From an optimization exercise on the open Yosys and OpenROAD flow, aimed at small area, a short achievable clock period and few clock cycles; shortcuts taken in it are not production practice.
Only simulation tests tie the RTL to the original design; equivalence was not proved.

maple:
Design subterranean_lwc, start of the top module:
module subterranean_lwc
#(parameter ASYNC_RSTN = 0,
parameter G_PWIDTH = 32,
parameter G_SWIDTH = 32,
parameter G_SEGMENT_SIZE_BITS = 16,
parameter G_HASH_SIZE_WORDS = 8,
parameter G_TAG_SIZE_WORDS = 4
)
(
    input wire clk,
    input wire rst,
    input wire [(G_PWIDTH-1):0] pdi_data,
    input wire pdi_valid,
    output wire pdi_ready,
    input wire [(G_SWIDTH-1):0] sdi_data,
    input wire sdi_valid,
    output wire sdi_ready,
    output wire [(G_PWIDTH-1):0] do_data,
    output wire do_valid,
    input wire do_ready,
    output wire do_last
);
clock: 5.0 ns
lec_check: 0
abc_clock_period_in_ps: 2500
cap_margin: 20
core_margin: 2
core_utilization: 40
cts_cluster_diameter: 100
cts_cluster_size: 24
setup_slack_margin: 2.4
slew_margin: 20
tns_end_percent: 5
standard.sh (not shown) runs the stock make flow with config.mk's settings and CLKGATE_MAP_FILE= SYNTH_SCRIPT=/design/flow/synth_recipe.tcl, a recipe that flattens the netlist after the stock synthesis.
==> flow/flow/run.sh <==
#!/bin/bash
# The standard layout, except that the port buffers are plain buffers
# (buffer_ports otherwise picks a delay cell, clkdlybuf4s50_1, for them).
set -euo pipefail
export BUFFER_PORTS_ARGS="-buffer_cell sky130_fd_sc_hd__buf_4"
bash standard.sh finish > make_finish.log 2>&1
Testbench counts of maple, summed over its fixed seeds: cycles 13,309.
Changes in onyx relative to maple:
Settings: changing SETUP_SLACK_MARGIN from 2.4 to 2.8; changing CORE_UTILIZATION from 40 to 60; setting PLACE_DENSITY to 0.72 for the first time; changing ABC_CLOCK_PERIOD_IN_PS from 2500 to 2000.
## What came out
- Compared with maple, clock-buffer cell count in onyx decreased by a few percent.
- On cell area after layout, maple and onyx are basically level.
- Higher final critical path time including I/O delays and setup was reported by maple, not onyx.
- Going from maple to onyx, the arrival time of data at the critical path endpoint was found to have gone down by 0.24 ns.
- Summary of onyx over maple: setup fix buffers added after clock tree synthesis picked up an extra 4; first-pass GRT wire length now larger; cell count has decreased; hold slack rose by 0.0075 ns.


Setup of north:
Another version of the RTL of subterranean_lwc (not shown whole).
For scale: ~360 flip-flops, roughly 0.026 sq mm of cells after synthesis.
## subterranean_lwc
module subterranean_lwc
#(parameter ASYNC_RSTN = 0,
parameter G_PWIDTH = 32,
parameter G_SWIDTH = 32,
parameter G_SEGMENT_SIZE_BITS = 16,
parameter G_HASH_SIZE_WORDS = 8,
parameter G_TAG_SIZE_WORDS = 4
)
(
    input wire clk,
    input wire rst,
    input wire [(G_PWIDTH-1):0] pdi_data,
    input wire pdi_valid,
    output wire pdi_ready,
    input wire [(G_SWIDTH-1):0] sdi_data,
    input wire sdi_valid,
    output wire sdi_ready,
    output wire [(G_PWIDTH-1):0] do_data,
    output wire do_valid,
    input wire do_ready,
    output wire do_last
);
localparam P_IDLE = 4'd0,  P_NHDR = 4'd1,  P_NDAT = 4'd2,  P_AHDR = 4'd3,
           P_ADAT = 4'd4,  P_PHDR = 4'd5,  P_PDAT = 4'd6,  P_TAG  = 4'd7,
           P_THDR = 4'd8,  P_TDAT = 4'd9,  P_SQ   = 4'd10, P_STAT = 4'd11,
           P_HHDR = 4'd12, P_HDAT = 4'd13;
function [31:0] bswap(input [31:0] x);
    bswap = {x[7:0], x[15:8], x[23:16], x[31:24]};
endfunction
reg [3:0] ph;
reg [256:0] st;
reg [4:0] nr;           
reg [3:0] cnt;          
reg [15:0] len;         
reg eot;
reg dec;
reg fail;
reg [1:0] bidx;         
reg [1:0] sph;          
reg [1:0] kcnt;
reg kact;               
reg [32:0] o0, o1;
reg v0, v1;
wire wr_ok = ~v1;
wire nz = (nr == 5'd0);
wire lastw = (len[15:3] == 13'd0) && ((len[2:0] == 3'd0) || (len[2] == 1'b0) || (len[1:0] == 2'b00));
wire [2:0] wsize = lastw ? len[2:0] : 3'd4;
reg pdi_rdy;
always @(*) begin
    case (ph)
        P_IDLE : pdi_rdy = wr_ok;
        P_NHDR : pdi_rdy = 1'b1;
        P_NDAT : pdi_rdy = ~kact & nz;
        P_AHDR : pdi_rdy = 1'b1;
        P_ADAT : pdi_rdy = nz;
        P_PHDR : pdi_rdy = wr_ok;
        P_PDAT : pdi_rdy = nz & wr_ok;
        P_THDR : pdi_rdy = 1'b1;
        P_TDAT : pdi_rdy = nz;
  ...
Settings: LEC_CHECK=0, CAP_MARGIN=20, CORE_MARGIN=2, CORE_UTILIZATION=40, SLEW_MARGIN=20; clock period 5.0 ns.
run.sh (not shown) runs the stock make flow with config.mk's settings and CLKGATE_MAP_FILE= SYNTH_SCRIPT=/design/flow/synth_recipe.tcl, a recipe that flattens the netlist after the stock synthesis.
Stock flow here: none of the scripts above is used.
Both conditions hold for north: the flow ran to the end and the final layout passed the timing, DRC and antenna checks.
Testbench counts of north, summed over its fixed seeds: cycles 13,485.
The inputs of south differ from those of north as listed below.
# north
export LEC_CHECK = 0
export CAP_MARGIN = 20
export CORE_MARGIN = 2
export CORE_UTILIZATION = 40
export SLEW_MARGIN = 20
create_clock -name core_clock -period 5.0 [get_ports {clk}]
# south
export LEC_CHECK = 0
export ABC_CLOCK_PERIOD_IN_PS = 2000
export CAP_MARGIN = 20
export CORE_MARGIN = 2
export CORE_UTILIZATION = 40
export SETUP_SLACK_MARGIN = 3.0
export SLEW_MARGIN = 20
create_clock -name core_clock -period 5.0 [get_ports {clk}]
Looking at slowest cell on the critical path, the sky130_fd_sc_hd__clkdlybuf4s50_1 result is from north; the sky130_fd_sc_hd__edfxtp_1 one comes from south. Comparing the two runs side by side, south comes out behind north on post-route cell area. [compare] base=north new=south: shortest period the worst path allows lost 0.99 ns; overall die area neither gained nor lost much. When south is measured against north, its maximum fanout count along the critical path turns out 15 lower.


subterranean_lwc, a different RTL version from the one above (not shown whole).
Size in the first run: ~4200 cells after synthesis, about 410 flip-flops, about 110 I/O pins, about 0.029 sq mm of cells after synthesis.
Settings: LEC_CHECK=0, ABC_AREA=1, ABC_CLOCK_PERIOD_IN_PS=2000, CAP_MARGIN=20, CORE_MARGIN=2, CORE_UTILIZATION=40, CTS_CLUSTER_DIAMETER=100, CTS_CLUSTER_SIZE=24, SETUP_SLACK_MARGIN=2.8, SLEW_MARGIN=20, TNS_END_PERCENT=5; clock period 5.0 ns.
standard.sh (not shown) runs the stock make flow with config.mk's settings and CLKGATE_MAP_FILE= SYNTH_SCRIPT=/design/flow/synth_recipe.tcl, a recipe that flattens the netlist after the stock synthesis.
Scripts as last shown in full above: flow/flow/run.sh
Testbench counts at the start, summed over its fixed seeds: cycles 13,182.
Then changed:
ABC_AREA = default   (was 1)
Result: The changed run produced a clean layout; cell area falls by 6.5%; setup slack gets worse by 160 ps; wire length is lower by 14%; clock skew goes down by 8.6 ps; flip-flop and latch count does not change.


Another version of the RTL of subterranean_lwc (not shown whole).
Size in the first run: ~3100 cells after synthesis, about 110 I/O pins, ~27000 sq um of cells after synthesis.
==> flow/design.v (excerpt) <==
module subterranean_lwc
#(parameter ASYNC_RSTN = 0,
parameter G_PWIDTH = 32,
parameter G_SWIDTH = 32,
parameter G_SEGMENT_SIZE_BITS = 16,
parameter G_HASH_SIZE_WORDS = 8,
parameter G_TAG_SIZE_WORDS = 4
)
(
    input wire clk,
    input wire rst,
    input wire [(G_PWIDTH-1):0] pdi_data,
    input wire pdi_valid,
    output wire pdi_ready,
    input wire [(G_SWIDTH-1):0] sdi_data,
    input wire sdi_valid,
    output wire sdi_ready,
    output wire [(G_PWIDTH-1):0] do_data,
    output wire do_valid,
    input wire do_ready,
    output wire do_last
);
==> flow/config.mk <==
export PLATFORM = sky130hd
export DESIGN_NAME = subterranean_lwc
export DESIGN_NICKNAME = subterranean_lwc
export VERILOG_FILES = /design/flow/design.v
export SDC_FILE = /design/flow/constraint.sdc
export NUM_CORES = 4
export LEC_CHECK = 0
export ABC_CLOCK_PERIOD_IN_PS = 2500
export CAP_MARGIN = 20
export CORE_MARGIN = 2
export CORE_UTILIZATION = 40
export SETUP_SLACK_MARGIN = 2.4
export SLEW_MARGIN = 20
export TNS_END_PERCENT = 5
==> flow/constraint.sdc <==
create_clock -name core_clock -period 5.0 [get_ports {clk}]
set_input_delay 1.0000 -clock core_clock [delete_from_list [all_inputs] [get_ports {clk}]]
set_output_delay 1.0000 -clock core_clock [all_outputs]
set_load 0.01 [all_outputs]
Scripts as last shown in full above: flow/flow/run.sh
The starting point ran to the end with no violations.
Testbench counts at the start, summed over its fixed seeds: cycles 13,309.
Edit:
- ABC_CLOCK_PERIOD_IN_PS: 2500 -> 2000
- SETUP_SLACK_MARGIN: 2.4 -> 2.9
Result:
- die area stays the same
- via count climbs by 1.6%
- worst setup slack degrades by 0.058 ns
- global-route usage is about the same
- sequential share of layout area drops by 0.48 points
- fmax drops by about 2%
- final area climbs by 1.7%


Setup of indigo:
Another version of the RTL of subterranean_lwc (not shown whole).
Size in the first run: roughly 400 flip-flops, about 27000 um2 of cells after synthesis.
// subterranean_lwc
module subterranean_lwc
#(parameter ASYNC_RSTN = 0,
parameter G_PWIDTH = 32,
parameter G_SWIDTH = 32,
parameter G_SEGMENT_SIZE_BITS = 16,
parameter G_HASH_SIZE_WORDS = 8,
parameter G_TAG_SIZE_WORDS = 4
)
(
    input wire clk,
    input wire rst,
    input wire [(G_PWIDTH-1):0] pdi_data,
    input wire pdi_valid,
    output wire pdi_ready,
    input wire [(G_SWIDTH-1):0] sdi_data,
    input wire sdi_valid,
    output wire sdi_ready,
    output wire [(G_PWIDTH-1):0] do_data,
    output wire do_valid,
    input wire do_ready,
    output wire do_last
);
localparam P_IDLE = 4'd0,  P_NHDR = 4'd1,  P_NDAT = 4'd2,  P_AHDR = 4'd3,
           P_ADAT = 4'd4,  P_PHDR = 4'd5,  P_PDAT = 4'd6,  P_TAG  = 4'd7,
           P_THDR = 4'd8,  P_TDAT = 4'd9,  P_SQ   = 4'd10, P_STAT = 4'd11,
           P_HHDR = 4'd12, P_HDAT = 4'd13, P_INST = 4'd14;
function [31:0] bswap(input [31:0] x);
    bswap = {x[7:0], x[15:8], x[23:16], x[31:24]};
endfunction
reg [14:0] ph;          
reg [256:0] st;
reg [4:0] nr;           
reg nz;                 
reg [3:0] cnt;          
reg [15:0] len;         
reg lastw;              
reg [2:0] wsize;        
reg eot;
reg dec;
reg fail;
reg hlast;              
reg [3:0] bsel;         
reg [3:0] bsel_n;
reg ms;                 
reg dsel;               
reg kw;                 
reg [1:0] sph;          
reg [1:0] kcnt;
reg kact;               
reg hfirst;             
reg spend;              
reg hpend;              
reg pinst_v, pinst_h;   
reg pv, pc;             
reg [32:0] o0, o1;
reg v0, v1;
reg prdy, srdy;         
reg m_key;              
reg m_word;             
  ...
export LEC_CHECK = 0
export ABC_CLOCK_PERIOD_IN_PS = 2000
export CAP_MARGIN = 20
export CORE_MARGIN = 2
export CORE_UTILIZATION = 40
export CTS_CLUSTER_DIAMETER = 100
export CTS_CLUSTER_SIZE = 24
export SETUP_SLACK_MARGIN = 2.8
export SLEW_MARGIN = 20
export TNS_END_PERCENT = 5
create_clock -name core_clock -period 5.0 [get_ports {clk}]
==> flow/flow/run.sh <==
#!/bin/bash
# The standard layout, except that the port buffers are plain buffers
# (buffer_ports otherwise picks a delay cell, clkdlybuf4s50_1, for them).
set -euo pipefail
export BUFFER_PORTS_ARGS="-buffer_cell sky130_fd_sc_hd__buf_2"
bash standard.sh finish > make_finish.log 2>&1
Testbench counts of indigo, summed over its fixed seeds: cycles 13,182.
Relative to indigo, the following input files were edited for violet:
Settings: PLACE_DENSITY newly set to 0.75.
-- flow/flow/run.sh --
<<< indigo, line 5
export BUFFER_PORTS_ARGS="-buffer_cell sky130_fd_sc_hd__buf_2"
>>> violet, line 5
export BUFFER_PORTS_ARGS="-buffer_cell sky130_fd_sc_hd__buf_4"
[summary]
The total setup buffers inserted after CTS in violet sits 3 above the value recorded for indigo. indigo was routed with fewer vias than violet. | critical path buffer and inverter count | lower: violet |. indigo → violet: global-route wire length before repair decreased about 2.1%; share of final layout cell area taken by non-clock buffers went up 1.0 points.
Setup changes, violet to juniper
Settings: a change of CORE_UTILIZATION from 40 to 55.
Results
- [compare] base=violet new=juniper: sequential share of layout area now sits higher; tap cell count now sits lower.
- Relative max-transition margin on juniper is behind violet.
- Routed length per placed instance, violet and juniper, higher one = juniper.
- The total placed cells including tap cells in juniper sits about 5.4% below the value recorded for violet.
- juniper: PASS, flow complete, no timing, DRC or antenna violations
- Going from violet to juniper, cell area shrank slightly.
Input changes introduced in raven (baseline for comparison: juniper):
Settings: PLACE_DENSITY removed (was 0.75); CORE_UTILIZATION changed from 55 to 40; ABC_CLOCK_PERIOD_IN_PS changed from 2000 to 2300.
--- outcome ---
- raven vs juniper, cell area after placement went up by 0.95%.
- The master of the slowest instance on the critical path comes out sky130_fd_sc_hd__nor3_4 in one run and sky130_fd_sc_hd__xor2_1 in the other, namely in juniper and raven respectively.
- Compared with juniper, raven shows clock latency reported for the late side of the worst-skew pair higher by 0.05 ns.
- [compare] base=juniper new=raven: total CTS buffers increased by 4 relative to the old numbers, summed area of non-filler cells in the final layout increased about 1.4%, global-route met1 utilization saw a decrease, final critical-path share of the clock period saw a decrease.
Relative to raven, the following input files were edited for fjord:
Settings: SETUP_SLACK_MARGIN changed from 2.8 to 3.0; ABC_CLOCK_PERIOD_IN_PS changed from 2300 to 2000.
[summary]
- fjord improves on raven in achievable frequency.
- sky130_fd_sc_hd__xnor2_1 as the cell with the largest stage delay on the worst path was reported by fjord, and sky130_fd_sc_hd__xor2_1 by raven.
- fjord: utilization after layout higher than raven
- Changes observed in fjord relative to raven: share of the cycle needed by the critical path after routing -0.63 points; insertion delay of the later-clocked pin in the worst-skew pair was more or less identical; layout overhead on the synthesized area increased by 3.3 points relative to the old numbers.
> inputs changed (fjord -> garnet)
Settings: SETUP_SLACK_MARGIN now 2.8, was 3.0; PLACE_DENSITY now 0.88, previously not set.
--- outcome ---
garnet: all stages complete, timing, DRC and antenna checks passed. Highest achievable clock rate: garnet < fjord. Going from fjord to garnet, worst hold slack after final layout rose 0.0032 ns, cell area fell about 3.6%, cell count of the worst reg-to-reg path fell 1, number of standard cells in the final layout excluding fillers fell 46. Global-route usage (garnet over fjord): decrease, 2.5 points. Comparing fjord and garnet, the lower met2 wire length is on garnet. As far as share of flip-flops with an asynchronous set or reset after synthesis goes, fjord and garnet are indistinguishable; the numbers are identical.


== the baseline ==
subterranean_lwc again, from the RTL that the note above started with.
Design subterranean_lwc, start of the top module:
module subterranean_lwc
#(parameter ASYNC_RSTN = 0,
parameter G_PWIDTH = 32,
parameter G_SWIDTH = 32,
parameter G_SEGMENT_SIZE_BITS = 16,
parameter G_HASH_SIZE_WORDS = 8,
parameter G_TAG_SIZE_WORDS = 4
)
(
    input wire clk,
    input wire rst,
    input wire [(G_PWIDTH-1):0] pdi_data,
    input wire pdi_valid,
    output wire pdi_ready,
    input wire [(G_SWIDTH-1):0] sdi_data,
    input wire sdi_valid,
    output wire sdi_ready,
    output wire [(G_PWIDTH-1):0] do_data,
    output wire do_valid,
    input wire do_ready,
    output wire do_last
);
localparam P_IDLE = 4'd0,  P_NHDR = 4'd1,  P_NDAT = 4'd2,  P_AHDR = 4'd3,
           P_ADAT = 4'd4,  P_PHDR = 4'd5,  P_PDAT = 4'd6,  P_TAG  = 4'd7,
           P_THDR = 4'd8,  P_TDAT = 4'd9,  P_SQ   = 4'd10, P_STAT = 4'd11,
           P_HHDR = 4'd12, P_HDAT = 4'd13, P_INST = 4'd14;
function [31:0] bswap(input [31:0] x);
  ...
export LEC_CHECK = 0
export ABC_CLOCK_PERIOD_IN_PS = 2000
export CAP_MARGIN = 20
export CORE_MARGIN = 2
export CORE_UTILIZATION = 40
export CTS_CLUSTER_DIAMETER = 100
export CTS_CLUSTER_SIZE = 24
export SETUP_SLACK_MARGIN = 2.65
export SLEW_MARGIN = 20
export TNS_END_PERCENT = 5
create_clock -name core_clock -period 5.0 [get_ports {clk}]
==> flow/flow/run.sh <==
#!/bin/bash
# The standard layout, except that the port buffers are plain buffers
# (buffer_ports otherwise picks a delay cell, clkdlybuf4s50_1, for them).
set -euo pipefail
export BUFFER_PORTS_ARGS="-buffer_cell sky130_fd_sc_hd__buf_4"
bash standard.sh finish > make_finish.log 2>&1
The baseline was carried through to the last stage, and its layout satisfied the timing, DRC and antenna checks.
Testbench counts of the baseline, summed over its fixed seeds: cycles 13,182.
Relative to the baseline, the following input files were edited for the candidate:
--- a/flow/config.mk
+++ b/flow/config.mk
@@ -14 +14 @@
-export SETUP_SLACK_MARGIN = 2.65
+export SETUP_SLACK_MARGIN = 2.8
Results
- [the candidate vs the baseline] number of non-clock buffers: higher in the candidate
- Compared with the baseline, in the candidate cell area has increased, clock buffer count in the final layout closely matched the old numbers.
- When the candidate is measured against the baseline, its longest individual stage delay on the worst path turns out 90 ps lower.
- Routed wire in the candidate totals more than in the baseline.
- The candidate vs the baseline: net count reported at finish up slightly
- Clock network latency to the later pin of the worst-skew pair delta (the baseline -> the candidate): insignificant

## port drivers added, routing unchanged
How much do the figures lean on ideal ports? The routed layouts below were timed once more, with nothing changed but the port constraints.
Step 1 sets driving cells, clkbuf_16 on the clock port and buf_2 on the other inputs (assumed; they add their load-dependent delay and slew).
Step 2, shift: input delay + t, output delay - t, t = (earliest + latest rising clock arrival at the registers) / 2. This alone moves slack from input paths to output paths.
Slacks: ideal ports / drivers / drivers and shift; pairs: ideal ports / drivers.
run	t, ns	slack for setup (ns)	worst setup path at the end
maple	0.639	2.229 / 2.229 / 1.729	input to register
onyx	0.629	2.389 / 2.389 / 1.842	input to register
north	0.652	0.104 / 0.040 / 0.273	input to register
south	0.657	1.097 / 1.029 / 0.647	input to register
the first run of note 3	0.676	2.595 / 2.595 / 1.966	input to register
the second run of note 3	0.657	2.434 / 2.442 / 1.785	input to register
the first run of note 4	0.659	2.106 / 2.106 / 1.515	input to register
the second run of note 4	0.664	2.048 / 2.048 / 1.514	input to register
indigo	0.668	2.620 / 2.627 / 1.987	input to register
violet	0.630	2.740 / 2.709 / 2.141	input to register
juniper	0.621	2.612 / 2.647 / 2.026	input to register
raven	0.661	2.714 / 2.690 / 2.079	input to register
fjord	0.668	2.745 / 2.745 / 2.133	input to register
garnet	0.637	2.613 / 2.613 / 2.065	input to register
the baseline	0.659	2.515 / 2.515 / 1.956	input to register
the candidate	0.661	2.714 / 2.690 / 2.079	input to register
After both steps setup and hold are still met in every run listed. The setup slack of the second run of note 3, which loses most, moves by +0.008 ns with the drivers and by -0.649 ns with both steps.
